From an optimization exercise on the open Yosys and OpenROAD flow, aimed at small area; shortcuts taken in it are not production practice. Only simulation tests tie the RTL to the original design; equivalence was not proved. The clock port is modelled as an ideal driver; clocking choices that lean on that would not hold on a real chip. Power figures rest on the tool's default switching activity, not on a simulated workload.

trial 50:
Design seg_clock, start of the top module:
module seg_clock(clock, rst, seg_d, seg_w, w_key, val);
function [3:0] dab;
  input [3:0] d;
  begin
    dab[3] = d[3] | (d[2] & (d[1] | d[0]));
    dab[2] = (d[2] & ~d[1] & ~d[0]) | (d[3] & d[0]);
    dab[1] = (d[1] & (~d[2] | d[0])) | (d[3] & ~d[0]);
    dab[0] = (~d[3] & ~d[2] & d[0]) | (d[2] & d[1] & ~d[0]) | (d[3] & ~d[0]);
  end
endfunction
function [11:0] radd;
  input [10:0] a;
  input [10:0] b;
  input        ci;
  integer k;
  reg c;
  begin
    c = ci;
    for (k = 0; k < 11; k = k + 1) begin
      radd[k] = a[k] ^ b[k] ^ c;
      c = (a[k] & b[k]) | (c & (a[k] ^ b[k]));
    end
    radd[11] = c;
  end
endfunction
function [9:0] bcd2bin;
  input [11:0] d;
  reg [11:0] y;
  reg [11:0] z;
  begin
    y = radd({6'd0, d[11:8], 1'b0}, {4'd0, d[11:8], 3'b0}, 1'b0);
    y = radd(y[10:0], {7'd0, d[7:4]}, 1'b0);
    z = radd({3'd0, y[6:0], 1'b0}, {1'b0, y[6:0], 3'b0}, 1'b0);
  ...
For scale: ~470 cells after synthesis, roughly 66 flip-flops, roughly 23 I/O pins, ~4300 sq um of cells after synthesis.
Settings: LEC_CHECK=0, CAP_MARGIN=20, CORE_MARGIN=2, CORE_UTILIZATION=40, CTS_BUF_LIST=sky130_fd_sc_hd__clkbuf_4, CTS_CLUSTER_DIAMETER=100, CTS_CLUSTER_SIZE=30, SLEW_MARGIN=20; clock period 150.0 ns.
standard.sh (not shown) runs the stock make flow with config.mk's settings and CLKGATE_MAP_FILE= SYNTH_SCRIPT=/design/flow/synth_recipe.tcl, a recipe that flattens the netlist after the stock synthesis.
==> flow/flow/run.sh <==
#!/bin/bash
# Standard ORFS layout (the standard.sh, standard synthesis unchanged) with
# two changes: the port buffers are buf_1 cells, and clock tree synthesis
# uses clkbuf_4 buffers without dummy loads.
set -euo pipefail
cd "$(dirname "$0")/.."
bash standard.sh finish \
  BUFFER_PORTS_ARGS="-buffer_cell sky130_fd_sc_hd__buf_1" \
  CTS_ARGS="-sink_clustering_enable -repair_clock_nets -buf_list sky130_fd_sc_hd__clkbuf_4 -sink_clustering_size 30 -sink_clustering_max_diameter 100 -dont_use_dummy_load" \
  > standard_make.log 2>&1
[inputs] trial 91 vs trial 50
# trial 50
export LEC_CHECK = 0
export CAP_MARGIN = 20
export CORE_MARGIN = 2
export CORE_UTILIZATION = 40
export CTS_BUF_LIST = sky130_fd_sc_hd__clkbuf_4
export CTS_CLUSTER_DIAMETER = 100
export CTS_CLUSTER_SIZE = 30
export SLEW_MARGIN = 20
create_clock -name core_clock -period 150.0 [get_ports {clock}]
# trial 91
export LEC_CHECK = 0
export CAP_MARGIN = 20
export CORE_MARGIN = 2
export CORE_UTILIZATION = 70
export CTS_BUF_LIST = sky130_fd_sc_hd__clkbuf_4
export CTS_CLUSTER_DIAMETER = 200
export CTS_CLUSTER_SIZE = 40
export SLEW_MARGIN = 20
create_clock -name core_clock -period 150.0 [get_ports {clock}]
==> flow/run.sh (new file) <==
#!/bin/bash
# synth_recipe.tcl (not shown) runs the flow's synth.tcl, then flattens the netlist and writes it again
# the make line also repeats each setting of config.mk as NAME=value (left out here)
make -C /OpenROAD-flow-scripts/flow DESIGN_CONFIG=/design/flow/config.mk WORK_HOME=/design/flow/orfs CLKGATE_MAP_FILE= SYNTH_SCRIPT=/design/flow/synth_recipe.tcl finish
removed: flow/flow/run.sh
removed: flow/standard.sh
[summary]
- Trial 91 vs. trial 50: non-clock buffer count has decreased; worst setup slack for register-to-register paths went down 110 ps.
- On clock skew, the higher figure sits with trial 50, not trial 91.
- Trial 91 vs. trial 50: flip-flop and latch count essentially unchanged; total stage count of the critical path essentially unchanged; global-route usage over all layers increased 12 points; global-route wire length before repair decreased about 3.6%; maximum clock frequency decreased 0.34%.
- Taking trial 50 as the reference point, the routed wire length of trial 91 rises by about 1.5%.
- Going from trial 50 to trial 91, share of cell area taken by multi-input logic gates has decreased; combinational fraction of design power has increased.

---

seg_clock, a different RTL version from the one above (not shown whole).
For scale: roughly 440 cells after synthesis.
export LEC_CHECK = 0
export CAP_MARGIN = 0
export CORE_MARGIN = 2
export CORE_UTILIZATION = 70
export SLEW_MARGIN = 0
create_clock -name core_clock -period 150.0 [get_ports {clock}]
==> flow/flow/run.sh <==
#!/bin/bash
# Standard ORFS layout (the standard.sh, standard synthesis unchanged) with
# three changes: the combinational logic of the synthesized netlist is
# re-mapped for area by Yosys/ABC (registers untouched), the port buffers are
# buf_1 cells, and clock tree synthesis uses clkbuf_4 buffers, no dummy loads,
# with the clock buffers that give a high clock-pin slew upsized to clkbuf_8.
# Each tool's output goes to its own log in this folder.
set -euo pipefail
W="$(cd "$(dirname "$0")/.." && pwd)"
cd "$W"
R="$W/orfs/results/sky130hd/seg_clock/base"
LIB="$FLOW_HOME/platforms/sky130hd/lib/sky130_fd_sc_hd__tt_025C_1v80.lib"
YOSYS="$FLOW_HOME/../tools/install/yosys/bin/yosys"
[[ -x "$YOSYS" ]] || YOSYS=yosys

bash standard.sh synth > make_synth.log 2>&1
cp "$R/1_2_yosys.v" "$W/standard_synth.v"
sed -e "s#LIBFILE#$LIB#g" -e "s#STDNETLIST#$W/standard_synth.v#" \
    -e "s#TOP#$FLOW_TOP#" -e "s#ABCSCRIPT#$W/flow/resynth.abc#" \
    -e "s#OUTNETLIST#$W/resynth.v#" flow/resynth.ys > resynth_run.ys
if "$YOSYS" -l resynth.log -q resynth_run.ys > /dev/null 2>&1 &&
   "$YOSYS" -l resynth_check.log -q -p "read_liberty -lib $LIB; read_verilog $W/resynth.v; hierarchy -top $FLOW_TOP; check -assert -mapped" > /dev/null 2>&1; then
  cp "$W/resynth.v" "$R/1_2_yosys.v"
  rm -f "$R/1_synth.odb" "$R/1_synth.sdc"
  bash standard.sh synth > make_synth2.log 2>&1
fi
export CLK_SLEW_TARGET=0.100
bash standard.sh finish \
  POST_CTS_TCL="$W/flow/upsize_clk.tcl" \
  BUFFER_PORTS_ARGS="-buffer_cell sky130_fd_sc_hd__buf_1" \
  CTS_ARGS="-sink_clustering_enable -repair_clock_nets -buf_list sky130_fd_sc_hd__clkbuf_4 -sink_clustering_size 30 -sink_clustering_max_diameter 100 -dont_use_dummy_load" \
  > make_finish.log 2>&1
==> flow/flow/upsize_clk.tcl <==
estimate_parasitics -placement
set target $::env(CLK_SLEW_TARGET)
set swapped 0
foreach inst [get_cells *] {
  set m [get_property $inst ref_name]
  if {![string match sky130_fd_sc_hd__clkbuf_* $m] || $m eq "sky130_fd_sc_hd__clkbuf_8"} { continue }
  set out [get_pins -of_objects $inst -filter "direction == output"]
  set worst 0
  foreach p [get_pins -of_objects [get_nets -of_objects $out] -filter "direction == input"] {
    set s [get_property $p slew_max]
    if {$s > $worst} { set worst $s }
  }
  if {$worst > $target} {
    replace_cell $inst sky130_fd_sc_hd__clkbuf_8
    incr swapped
  }
}
puts "clock buffers upsized: $swapped"
detailed_placement
estimate_parasitics -placement
Other scripts of this flow, unchanged in this note and not shown: flow/flow/resynth.abc, flow/flow/resynth.ys
The starting point completed with no timing, DRC or antenna violations.
Next try:
--- a/flow/flow/run.sh
+++ b/flow/flow/run.sh
@@ -5,2 +5 @@
-# buf_1 cells, and clock tree synthesis uses clkbuf_4 buffers, no dummy loads,
-# with the clock buffers that give a high clock-pin slew upsized to clkbuf_8.
+# buf_1 cells, and clock tree synthesis uses clkbuf_4 buffers, no dummy loads.
@@ -27 +25,0 @@
-export CLK_SLEW_TARGET=0.100
@@ -29 +26,0 @@
-  POST_CTS_TCL="$W/flow/upsize_clk.tcl" \
removed: flow/flow/upsize_clk.tcl
What happened: Hold slack loses 0.0077 ns; power decreases by 1.5%; critical path depth is unchanged.

## static timing again, ports no longer ideal
In the flow no input, the clock included, has a driving cell. The finished layouts below were timed again as built, in two steps. Step 1 (the two cells are an assumption about what drives the block):
set clk [get_ports {clock}]
set_driving_cell -lib_cell sky130_fd_sc_hd__clkbuf_16 $clk
set_driving_cell -lib_cell sky130_fd_sc_hd__buf_2 [delete_from_list [all_inputs] $clk]
Step 2 also shifts input and output timing later by t, the mid clock arrival at the registers, as if the neighbouring blocks saw the same clock. Slacks: no drivers / after step 1 / after step 2; pairs: no drivers / after step 1.
| run | t, ns | setup slack, ns | hold slack, ns | clock arrival spread, ns |
|---|---|---|---|---|
| trial 50 | 0.425 | 114.145 / 114.152 / 113.727 | 0.455 / 0.455 / 0.455 | 0.043 / 0.042 |
| trial 91 | 0.425 | 114.022 / 114.024 / 113.599 | 0.450 / 0.450 / 0.450 | 0.012 / 0.013 |
| the first run of note 2 | 0.364 | 113.868 / 113.877 / 113.513 | 0.454 / 0.454 / 0.454 | 0.028 / 0.028 |
| the second run of note 2 | 0.426 | 113.894 / 113.901 / 113.475 | 0.446 / 0.446 / 0.446 | 0.051 / 0.050 |
After both steps every run listed still meets setup and hold. For trial 91, which loses most, drivers alone change the setup slack by +0.002 ns; drivers and shift together by -0.423 ns.
